Context: an optimization exercise on an open-source flow, tuned for small area, a short achievable clock period and few clock cycles. The choices shown serve that exercise and are no tape-out recipe.
RTL that was checked went through simulation tests only; none was proved equivalent to the original.

== xenon ==
==> flow/design.v (excerpt) <==
module  CONV(
            input		  clk,
            input		  reset,
            output		  busy,
            input		  ready,
            output [11:0] iaddr,
            input  [19:0] idata,
            output	 	  cwr,
            output [11:0] caddr_wr,
            output [19:0] cdata_wr,
            output	 	  crd,
            output [11:0] caddr_rd,
            input  [19:0] cdata_rd,
            output [ 2:0] csel
        );
Size: roughly 890 flip-flops, ~43000 µm² of cells after synthesis.
Settings: LEC_CHECK=0, CAP_MARGIN=20, CORE_MARGIN=2, CORE_UTILIZATION=40, CTS_CLUSTER_DIAMETER=100, CTS_CLUSTER_SIZE=25, SLEW_MARGIN=20, SYNTH_HIERARCHICAL=1; clock period 10.0 ns.
standard.sh (not shown) runs the stock make flow with config.mk's settings and CLKGATE_MAP_FILE= SYNTH_SCRIPT=/design/flow/synth_recipe.tcl, a recipe that flattens the netlist after the stock synthesis.
==> flow/flow/run.sh <==
#!/bin/bash
# Own layout flow: the standard flow (standard.sh, unchanged synthesis,
# floorplan, power grid and tap cells), with buf_2 cells as the port buffers
# instead of the delay buffer buffer_ports picks by default, and repair_timing
# aiming for 7.0 ns of setup slack.
# The full make/ORFS output goes to flow_standard.log in the work folder;
# ORFS also keeps a log per step under orfs/logs.
set -euo pipefail
bash standard.sh \
  "BUFFER_PORTS_ARGS=-buffer_cell sky130_fd_sc_hd__buf_2" \
  SETUP_SLACK_MARGIN=7.0 \
  finish > flow_standard.log 2>&1
Testbench counts of xenon, summed over its fixed seeds: cycles 94,302.
#### Input delta (pepper over xenon)
==> flow/flow/run.sh <==
#!/bin/bash
# Own layout flow: the standard flow (standard.sh, unchanged synthesis,
# floorplan, power grid and tap cells), with buf_2 cells as the port buffers
# instead of the delay buffer buffer_ports picks by default
# The full make/ORFS output goes to flow_standard.log in the work folder;
# ORFS also keeps a log per step under orfs/logs.
set -euo pipefail
bash standard.sh \
  "BUFFER_PORTS_ARGS=-buffer_cell sky130_fd_sc_hd__buf_2" \
  finish > flow_standard.log 2>&1
Notes after the runs:
[compare] base=xenon new=pepper: number of non-filler instances in the completed layout decreased by 0.54% relative to the old numbers, final instance area decreased by 1.9% relative to the old numbers, register-to-register slack decreased by 0.63 ns relative to the old numbers, met1 routing resource usage after global routing decreased by 0.39 points relative to the old numbers, met1 wire length decreased by 830 µm relative to the old numbers. Looking at global-route wire length before repair across xenon and pepper, the one that comes out lower is pepper. pepper: all stages complete, timing, DRC and antenna checks passed.
The following lists how violet was set up differently from pepper:
==> flow/run.sh (new file) <==
#!/bin/bash
# synth_recipe.tcl (not shown) runs the flow's synth.tcl, then flattens the netlist and writes it again
# the make line also repeats each setting of config.mk as NAME=value (left out here)
make -C /OpenROAD-flow-scripts/flow DESIGN_CONFIG=/design/flow/config.mk WORK_HOME=/design/flow/orfs CLKGATE_MAP_FILE= SYNTH_SCRIPT=/design/flow/synth_recipe.tcl finish
removed: flow/flow/run.sh
removed: flow/standard.sh
Results
Across pepper and violet, none had a timing, DRC or antenna violation.
Going from pepper to violet, pin count of the biggest net entering global routing grows by 1.
Compared with pepper, in violet slew at the pin closest to its max-slew limit lost 0.069 ns, sequential share of layout area has decreased, via count level, number of inverters outside the clock class in the layout saw little to no change.
Min design area across pepper and violet: pepper
violet against pepper; count of plain and timing-repair buffers in the layout is up by a few percent.
What onyx does differently from violet at the input level:
- setting CTS_BUF_LIST to sky130_fd_sc_hd__clkbuf_16 for the first time
==> flow/flow/run.sh (new file) <==
#!/bin/bash
# Own layout flow: the standard flow (standard.sh, unchanged synthesis,
# floorplan, power grid and tap cells), with buf_2 cells as the port buffers
# instead of the delay buffer buffer_ports picks by default, and repair_timing
# aiming for 6.8 ns of setup slack.
# The full make/ORFS output goes to flow_standard.log in the work folder;
# ORFS also keeps a log per step under orfs/logs.
set -euo pipefail
bash standard.sh \
  "BUFFER_PORTS_ARGS=-buffer_cell sky130_fd_sc_hd__buf_2" \
  SETUP_SLACK_MARGIN=6.8 \
  finish > flow_standard.log 2>&1
==> flow/standard.sh (new file) <==
#!/bin/bash
# synth_recipe.tcl (not shown) runs the flow's synth.tcl, then flattens the netlist and writes it again
# the make line also repeats each setting of config.mk as NAME=value (left out here)
make -C /OpenROAD-flow-scripts/flow DESIGN_CONFIG=/design/flow/config.mk WORK_HOME=/design/flow/orfs CLKGATE_MAP_FILE= SYNTH_SCRIPT=/design/flow/synth_recipe.tcl "${@:-finish}"
removed: flow/run.sh
## What came out
Via count of onyx exceeds that of violet slightly.
Core utilization (lower): onyx
There was hardly any difference in final sequential cell count between violet and onyx.
In the reports for violet and onyx, the larger hold slack belongs to onyx.
Delta (onyx minus violet): total length of routed met3 wires went up.
The inputs of nickel differ from those of onyx as listed below.
- CTS_CLUSTER_SIZE changed from 25 to 20
- CTS_BUF_LIST changed from sky130_fd_sc_hd__clkbuf_16 to sky130_fd_sc_hd__clkbuf_8 sky130_fd_sc_hd__clkbuf_16
### Flow results
Diff onyx -> nickel | average wire per standard cell | down slightly
Layout overhead on the synthesized area ended up 0.50 points higher on nickel than on onyx.
As far as via count is concerned, nickel and onyx perform about the same.
Relative to onyx, nickel degrades design area.
The fmax in nickel sits 1.0 MHz below the value recorded for onyx.
Taking onyx as the reference, in nickel register-to-register slack about even, minimum period implied by the final worst setup slack moved up.

========
CONV, a different RTL version from the one above (not shown whole).
For scale: roughly 2,800 cells after synthesis, ~930 flip-flops, about 110 I/O pins, about 44,000 sq um of cells after synthesis.
Settings: LEC_CHECK=0, CAP_MARGIN=20, CORE_MARGIN=2, CORE_UTILIZATION=40, CTS_CLUSTER_DIAMETER=100, CTS_CLUSTER_SIZE=25, SLEW_MARGIN=20, SYNTH_HIERARCHICAL=1; clock period 10.0 ns.
==> flow/flow/run.sh <==
#!/bin/bash
# Own layout flow: the standard flow (standard.sh, unchanged synthesis,
# floorplan, power grid and tap cells), with buf_2 cells as the port buffers
# instead of the delay buffer buffer_ports picks by default.
# The full make/ORFS output goes to flow_standard.log in the work folder;
# ORFS also keeps a log per step under orfs/logs.
set -euo pipefail
bash standard.sh \
  "BUFFER_PORTS_ARGS=-buffer_cell sky130_fd_sc_hd__buf_2" \
  finish > flow_standard.log 2>&1
The starting point completed without violations.
Testbench counts at the start, summed over its fixed seeds: cycles 94,302.
==> next run, changes <==
==> flow/run.sh (new file) <==
#!/bin/bash
# synth_recipe.tcl (not shown) runs the flow's synth.tcl, then flattens the netlist and writes it again
# the make line also repeats each setting of config.mk as NAME=value (left out here)
make -C /OpenROAD-flow-scripts/flow DESIGN_CONFIG=/design/flow/config.mk WORK_HOME=/design/flow/orfs CLKGATE_MAP_FILE= SYNTH_SCRIPT=/design/flow/synth_recipe.tcl finish
CTS_CLUSTER_DIAMETER = unset   (was 100)
CTS_CLUSTER_SIZE = unset   (was 25)
removed: flow/flow/run.sh
removed: flow/standard.sh
Outcome: Die area does not change. Setup slack loses 460 ps. Sequential cell count does not change. Fmax decreases by 10%. Clock-buffer cell count increases by 69. Sequential share of layout area decreases by 1.9 points. Synthesized area does not change. Core utilization increases by 2.3 points.

========
CONV, a different RTL version from the one above (not shown whole).
Size in the first run: about 2900 cells after synthesis, ~110 I/O pins, ~0.045 mm^2 of cells after synthesis.
clock: 10.0 ns
lec_check: 0
cap_margin: 20
core_margin: 2
core_utilization: 40
slew_margin: 20
synth_hierarchical: 1
run.sh (not shown) runs the stock make flow with config.mk's settings and CLKGATE_MAP_FILE= SYNTH_SCRIPT=/design/flow/synth_recipe.tcl, a recipe that flattens the netlist after the stock synthesis.
Stock flow here: none of the scripts above is used.
The starting point finished with timing, DRC and antenna clean.
Next try:
CTS_CLUSTER_DIAMETER = 100   (was default)
CTS_CLUSTER_SIZE = 25   (was default)
Cell area falls by 3.8%.
First-iteration DRC count rises by 3.4%.
Hold slack is worse by 0.011 ns.
Synthesized area is unchanged.
Via count falls by 2.3%.
Critical path depth stays the same.
Global-route usage falls by 0.31 points.
Die area stays the same.
No functional check of the RTL was part of any run of this note.

========
Another version of the RTL of CONV (not shown whole).
For scale: roughly 2800 cells after synthesis.
==> flow/config.mk <==
export PLATFORM = sky130hd
export DESIGN_NAME = CONV
export DESIGN_NICKNAME = CONV
export VERILOG_FILES = /design/flow/design.v
export SDC_FILE = /design/flow/constraint.sdc
export NUM_CORES = 4
export LEC_CHECK = 0
export CAP_MARGIN = 20
export CORE_MARGIN = 2
export CORE_UTILIZATION = 55
export CTS_CLUSTER_DIAMETER = 100
export CTS_CLUSTER_SIZE = 25
export PLACE_DENSITY = 0.68
export SLEW_MARGIN = 20
export SYNTH_HIERARCHICAL = 1
==> flow/constraint.sdc <==
create_clock -name core_clock -period 10.0 [get_ports {clk}]
set_input_delay 2.0000 -clock core_clock [delete_from_list [all_inputs] [get_ports {clk}]]
set_output_delay 2.0000 -clock core_clock [all_outputs]
set_load 0.01 [all_outputs]
standard.sh (not shown) runs the stock make flow with config.mk's settings and CLKGATE_MAP_FILE= SYNTH_SCRIPT=/design/flow/synth_recipe.tcl, a recipe that flattens the netlist after the stock synthesis.
==> flow/flow/run.sh <==
#!/bin/bash
# Own layout flow: the standard flow (standard.sh, unchanged synthesis,
# floorplan, power grid and tap cells), with buf_2 cells as the port buffers
# instead of the delay buffer buffer_ports picks by default, and repair_timing
# aiming for 6.8 ns of setup slack.
# The full make/ORFS output goes to flow_standard.log in the work folder;
# ORFS also keeps a log per step under orfs/logs.
set -euo pipefail
bash standard.sh \
  "BUFFER_PORTS_ARGS=-buffer_cell sky130_fd_sc_hd__buf_2" \
  SETUP_SLACK_MARGIN=6.8 \
  finish > flow_standard.log 2>&1
The starting point ran to the end with no violations.
Testbench counts at the start, summed over its fixed seeds: cycles 94,302.
Next try:
CORE_UTILIZATION = 40   (was 55)
PLACE_DENSITY = unset   (was 0.68)
Result: The new run completed with no timing, DRC or antenna violations. Non-clock buffer count climbs by 10. Flip-flop and latch count is unchanged. Worst setup slack improves by 18 ps. Cell area climbs by 1.4%.

port drivers added, routing unchanged:
How much do the figures lean on ideal ports? The routed layouts below were timed once more, with nothing changed but the port constraints.
Step 1 sets driving cells, clkbuf_16 on the clock port and buf_2 on the other inputs (assumed; they add their load-dependent delay and slew).
Step 2 moves the port delays by t, midway between the first and last clock arrival at a register: inputs arrive t later, outputs are due t later. That takes back most of the time a late clock gives input paths.
a / b / c = no drivers / after step 1 / after step 2; a / b = the first two.
run | t (ns) | slack for setup (ns) | worst register clock-pin slew, ns
xenon | 0.733 | 6.763 / 6.690 / 7.015 | 0.11 / 0.11
pepper | 0.731 | 6.397 / 6.397 / 6.397 | 0.11 / 0.11
violet | 0.717 | 6.303 / 6.236 / 6.394 | 0.11 / 0.11
onyx | 0.732 | 6.763 / 6.691 / 6.814 | 0.11 / 0.11
nickel | 0.751 | 6.753 / 6.673 / 6.821 | 0.09 / 0.09
the first run of note 2 | 0.710 | 5.970 / 6.010 / 5.300 | 0.11 / 0.11
the second run of note 2 | 0.753 | 5.511 / 5.564 / 4.811 | 0.07 / 0.07
the first run of note 3 | 0.746 | 6.313 / 6.244 / 6.480 | 0.08 / 0.08
the second run of note 3 | 0.740 | 6.309 / 6.241 / 6.470 | 0.10 / 0.10
the first run of note 4 | 0.713 | 6.778 / 6.766 / 6.778 | 0.11 / 0.11
the second run of note 4 | 0.731 | 6.796 / 6.735 / 6.796 | 0.11 / 0.11
After both steps every run listed still meets setup and hold. The setup slack of the second run of note 2, which loses most, moves by +0.053 ns with the drivers and by -0.700 ns with both steps.
